Context: an optimization exercise on an open-source flow, tuned for small area, a short achievable clock period and few clock cycles. The choices shown serve that exercise and are no tape-out recipe.
Only simulation tests tie the RTL to the original design; equivalence was not proved.

Setup of raven:
// fir_filter
module fir_filter #(
    parameter DATA_WIDTH = 16,
    parameter TAPS = 16
)(
    input wire clk,
    input wire reset,
    input wire start_fir,
    input wire [1:0] filter_mode,
    input wire [TAPS*DATA_WIDTH-1:0] input_buffer,
    output reg signed [DATA_WIDTH-1:0] fir_output,
    output reg fir_done
);
    wire m0 = filter_mode == 2'd0;
    wire m1 = filter_mode == 2'd1;
    wire m2 = filter_mode == 2'd2;
    wire m3 = filter_mode == 2'd3;
    wire [15:0] x0 = input_buffer[15:0];
    wire [15:0] x1 = input_buffer[31:16];
    wire [15:0] x2 = input_buffer[47:32];
    wire [15:0] x3 = input_buffer[63:48];
    wire [15:0] x4 = input_buffer[79:64];
    wire [15:0] x5 = input_buffer[95:80];
    wire [15:0] x6 = input_buffer[111:96];
    wire [15:0] x7 = input_buffer[127:112];
    wire [15:0] x8 = input_buffer[143:128];
    wire [15:0] x9 = input_buffer[159:144];
    wire [15:0] x10 = input_buffer[175:160];
    wire [15:0] x11 = input_buffer[191:176];
    wire [15:0] x12 = input_buffer[207:192];
    wire [15:0] x13 = input_buffer[223:208];
    wire [15:0] x14 = input_buffer[239:224];
    wire [15:0] x15 = input_buffer[255:240];
    reg r0_0;
    reg r0_1;
    reg r0_2;
    reg r0_3;
    reg r0_4;
    reg r0_5;
    reg r0_6;
    reg r0_7;
    reg r0_8;
    reg r0_9;
    reg r0_10;
    reg r0_11;
    reg r0_12;
    reg r0_13;
    reg r0_14;
    reg r0_15;
    reg r0_16;
    reg r0_17;
    reg r0_18;
    reg r0_19;
    reg r0_20;
    reg r0_21;
    reg r1_0;
    reg r1_1;
    reg r1_2;
    reg r1_3;
    reg r1_4;
    reg r1_5;
    reg r1_6;
    reg r1_7;
    reg r1_8;
    reg r1_9;
    reg r1_10;
    reg r1_11;
  ...
==> flow/config.mk <==
export PLATFORM = sky130hd
export DESIGN_NAME = fir_filter
export DESIGN_NICKNAME = fir_filter
export VERILOG_FILES = /design/flow/design.v
export SDC_FILE = /design/flow/constraint.sdc
export NUM_CORES = 4
export LEC_CHECK = 0
export CAP_MARGIN = 20
export CORE_MARGIN = 2
export CORE_UTILIZATION = 45
export GPL_TIMING_DRIVEN = 1
export PLACE_DENSITY = 0.65
export SETUP_SLACK_MARGIN = 4.3
export SLEW_MARGIN = 20
export SYNTH_HIERARCHICAL = 1
export SYNTH_MINIMUM_KEEP_SIZE = 0
==> flow/constraint.sdc <==
create_clock -name core_clock -period 11.0 [get_ports {clk}]
set_input_delay 2.2000 -clock core_clock [delete_from_list [all_inputs] [get_ports {clk}]]
set_output_delay 2.2000 -clock core_clock [all_outputs]
set_load 0.01 [all_outputs]
standard.sh (not shown) runs the stock make flow with config.mk's settings and CLKGATE_MAP_FILE= SYNTH_SCRIPT=/design/flow/synth_recipe.tcl, a recipe that flattens the netlist after the stock synthesis.
==> flow/flow/run.sh <==
#!/bin/bash
# The standard layout (standard.sh) with smaller port buffers (buf_1), and the
# AOI21 cells of the synthesized netlist started at their smallest size
# (flow/downsize.tcl, run before floorplanning).
set -uo pipefail
bash standard.sh "BUFFER_PORTS_ARGS=-buffer_cell sky130_fd_sc_hd__buf_1" "PRE_FLOORPLAN_TCL=$(pwd)/flow/downsize.tcl" finish > standard_make.log 2>&1
==> flow/flow/downsize.tcl <==
# Run before floorplanning: synthesis maps the AOI21 cells of the prefix adders to
# the double-strength a21oi_2; start them at a21oi_1 and let timing repair upsize
# the ones on critical paths.
set db [ord::get_db]
set block [ord::get_db_block]
set small [$db findMaster sky130_fd_sc_hd__a21oi_1]
set n 0
foreach inst [$block getInsts] {
  if {[[$inst getMaster] getName] eq "sky130_fd_sc_hd__a21oi_2"} {
    $inst swapMaster $small
    incr n
  }
}
puts "downsize.tcl: a21oi_2 -> a21oi_1 on $n instances"
Testbench counts of raven, summed over its fixed seeds: cycles 1,032.
## Diff of input files: zinc against raven
- CORE_UTILIZATION changed from 45 to 40
- PLACE_DENSITY changed from 0.65 to 0.6
- SETUP_SLACK_MARGIN changed from 4.3 to 4.5
zinc: detailed route wirelength on metal2 higher than raven
After detailed routing, raven needs less wire than zinc.
Compared to raven, zinc shows a wider setup margin.
Summary: count of vias placed by the detailed router, zinc worse than raven
zinc vs. raven: final non-filler cell total +111; area taken by flip-flops and latches +0.78%; number of iterations in the first detailed-routing pass +2.
Die area: zinc higher than raven
Relative to zinc, the following input files were edited for tundra:
- a change of SETUP_SLACK_MARGIN from 4.5 to 4.15
--- outcome ---
Across tundra and zinc, the outcome is the same: a clean finish for every run. Summary of tundra over zinc: time the worst path needs with I/O delays and setup increased by 0.23 ns relative to the old numbers, smallest hold slack decreased by 0.0081 ns relative to the old numbers, share of post-route cells with drive strength above 1 decreased by 10 points relative to the old numbers, routed length on met1 increased by about 10% relative to the old numbers. Between tundra and zinc, the required time reported for the critical path endpoint does not differ in any meaningful way. Looking only at setup fix buffers added after clock tree synthesis, and setting everything else aside, the lower value of tundra and zinc goes to tundra.
diff inputs: tundra => cedar
- SETUP_SLACK_MARGIN now 4.3, was 4.15
[summary]
Per the final summary, cedar finished and its layout is clean on timing, DRC and antenna.
On critical path depth, the higher figure sits with cedar, not tundra.
cedar vs tundra on core utilization: cedar is the higher one.
Worst hold margin essentially unchanged between tundra and cedar.

---

## build 20
Another version of the RTL of fir_filter (not shown whole).
Size in the first run: about 2000 cells after synthesis.
Settings: LEC_CHECK=0, CAP_MARGIN=20, CORE_MARGIN=2, CORE_UTILIZATION=45, GPL_TIMING_DRIVEN=1, PLACE_DENSITY=0.65, SETUP_SLACK_MARGIN=4.4, SLEW_MARGIN=20, SYNTH_HIERARCHICAL=1, SYNTH_MINIMUM_KEEP_SIZE=0; clock period 11.0 ns.
==> flow/flow/run.sh <==
#!/bin/bash
# The standard layout (standard.sh) with smaller port buffers (buf_1).
set -uo pipefail
bash standard.sh "BUFFER_PORTS_ARGS=-buffer_cell sky130_fd_sc_hd__buf_1" finish > standard_make.log 2>&1
Testbench counts of build 20, summed over its fixed seeds: cycles 1,032.
Relative to build 20, the following input files were edited for build 90:
- a change of SETUP_SLACK_MARGIN from 4.4 to 4.5
[summary]
From build 20 to build 90 the numbers moved as follows: final cell count rose about 0.8%.
When the final numbers for build 20 and build 90 were put side by side, the wire length of the first global-routing pass turned out to be smaller in build 20.
## Diff of input files: build 23 against build 90
- swapping 4.5 for 4.4 in SETUP_SLACK_MARGIN
- swapping 0.65 for 0.6 in PLACE_DENSITY
- swapping 45 for 40 in CORE_UTILIZATION
==> comparison <==
Against build 90, build 23 reports a area taken by multi-input logic gates that is lower.
Going from build 90 to build 23, horizontal die dimension saw an increase; cell count saw an increase.
--- input diff build 23..build 78 ---
- swapping 4.4 for 4.1 in SETUP_SLACK_MARGIN
==> summary.txt <==
| die outline width | build 78 vs build 23 | ≈ equal |. Build 78 closes out successfully: all stages finished, all timing, DRC and antenna checks passed. Build 78 vs build 23: maximum achievable frequency down in build 78. Build 78 vs build 23, last element of the critical path: r0_14 vs r0_10. Min routed wire length across build 23 and build 78: build 78. From build 23 to build 78 the numbers moved as follows: fill cell total of the finished layout higher; design area -3.3%; first-pass GRT wire length lost 300 microns; final critical-path required period has increased; combined area of all synthesized cells neither gained nor lost much.
Input changes introduced in build 62 (baseline for comparison: build 78):
- SETUP_SLACK_MARGIN: 4.1 -> 4.65
- Higher global-route usage was reported by build 62, not build 78.
- Looking at worst setup path endpoint, the r0_14 result is from build 78; the r0_10 one comes from build 62.
- Routed wire in build 62 totals more than in build 78.
- Compared with build 78, in build 62 post-route clock period utilization -3.1 points; pre-CTS worst setup slack +0.35 ns; area growth from synthesis to final layout +15 points.
Input-level comparison between build 35 and build 62:
- changing SETUP_SLACK_MARGIN from 4.65 to 4.3
==> flow/flow/run.sh <==
#!/bin/bash
# The standard layout (standard.sh) with smaller port buffers (buf_1), and the
# AOI21 cells of the synthesized netlist started at their smallest size
# (flow/downsize.tcl, run before floorplanning).
set -uo pipefail
bash standard.sh "BUFFER_PORTS_ARGS=-buffer_cell sky130_fd_sc_hd__buf_1" "PRE_FLOORPLAN_TCL=$(pwd)/flow/downsize.tcl" finish > standard_make.log 2>&1
==> flow/flow/downsize.tcl (new file) <==
# Run before floorplanning: synthesis maps the AOI21 cells of the prefix adders to
# the double-strength a21oi_2; start them at a21oi_1 and let timing repair upsize
# the ones on critical paths.
set db [ord::get_db]
set block [ord::get_db_block]
set small [$db findMaster sky130_fd_sc_hd__a21oi_1]
set n 0
foreach inst [$block getInsts] {
  if {[[$inst getMaster] getName] eq "sky130_fd_sc_hd__a21oi_2"} {
    $inst swapMaster $small
    incr n
  }
}
puts "downsize.tcl: a21oi_2 -> a21oi_1 on $n instances"
### Flow results
Die boundary height (build 35 vs. build 62) decreases slightly. NOTE number of nets in the finished design build 62->build 35 decreased by a few percent. Sum of routed wire segments on met1 of build 35 exceeds that of build 62 slightly. Compared with build 62, build 35 ends up with less cell area. A endpoint of the most critical setup path of r0_10 is what build 62 shows, while r0_16 belongs to build 35. Going from build 62 to build 35, routed wire length moved down; sequential share of layout area moved up.

[port drivers added, routing unchanged]
Ports are ideal in the flow. The routed layouts listed here were re-timed in OpenROAD.
Step 1 sets driving cells, clkbuf_16 on the clock port and buf_2 on the other inputs (assumed; they add their load-dependent delay and slew).
Step 2, shift: input delay + t, output delay - t, t = (earliest + latest rising clock arrival at the registers) / 2. This alone moves slack from input paths to output paths.
Slacks: no drivers / after step 1 / after step 2; pairs: no drivers / after step 1.
| run | shift t [ns] | setup WS [ns] | worst setup path at the end | slew at the worst register clock pin (ns) | worst slew at a driven data input, ns |
|---|---|---|---|---|---|
| raven | 0.379 | 4.355 / 4.377 / 3.998 | input to register | 0.06 / 0.06 | 0.06 |
| zinc | 0.375 | 4.557 / 4.579 / 4.204 | input to register | 0.05 / 0.05 | 0.06 |
| tundra | 0.380 | 4.322 / 4.315 / 3.945 | input to register | 0.06 / 0.06 | 0.09 |
| cedar | 0.378 | 4.439 / 4.465 / 4.087 | input to register | 0.06 / 0.06 | 0.08 |
| build 20 | 0.368 | 4.502 / 4.520 / 4.160 | input to register | 0.06 / 0.06 | 0.07 |
| build 90 | 0.376 | 4.587 / 4.606 / 4.237 | input to register | 0.06 / 0.06 | 0.05 |
| build 23 | 0.385 | 4.512 / 4.534 / 4.149 | input to register | 0.06 / 0.06 | 0.06 |
| build 78 | 0.383 | 4.298 / 4.325 / 3.942 | input to register | 0.06 / 0.06 | 0.06 |
| build 62 | 0.374 | 4.643 / 4.670 / 4.296 | input to register | 0.06 / 0.06 | 0.04 |
| build 35 | 0.379 | 4.392 / 4.417 / 4.038 | input to register | 0.06 / 0.06 | 0.07 |
After both steps setup and hold are still met in every run listed. For tundra, which loses most, drivers alone change the setup slack by -0.007 ns; drivers and shift together by -0.377 ns.
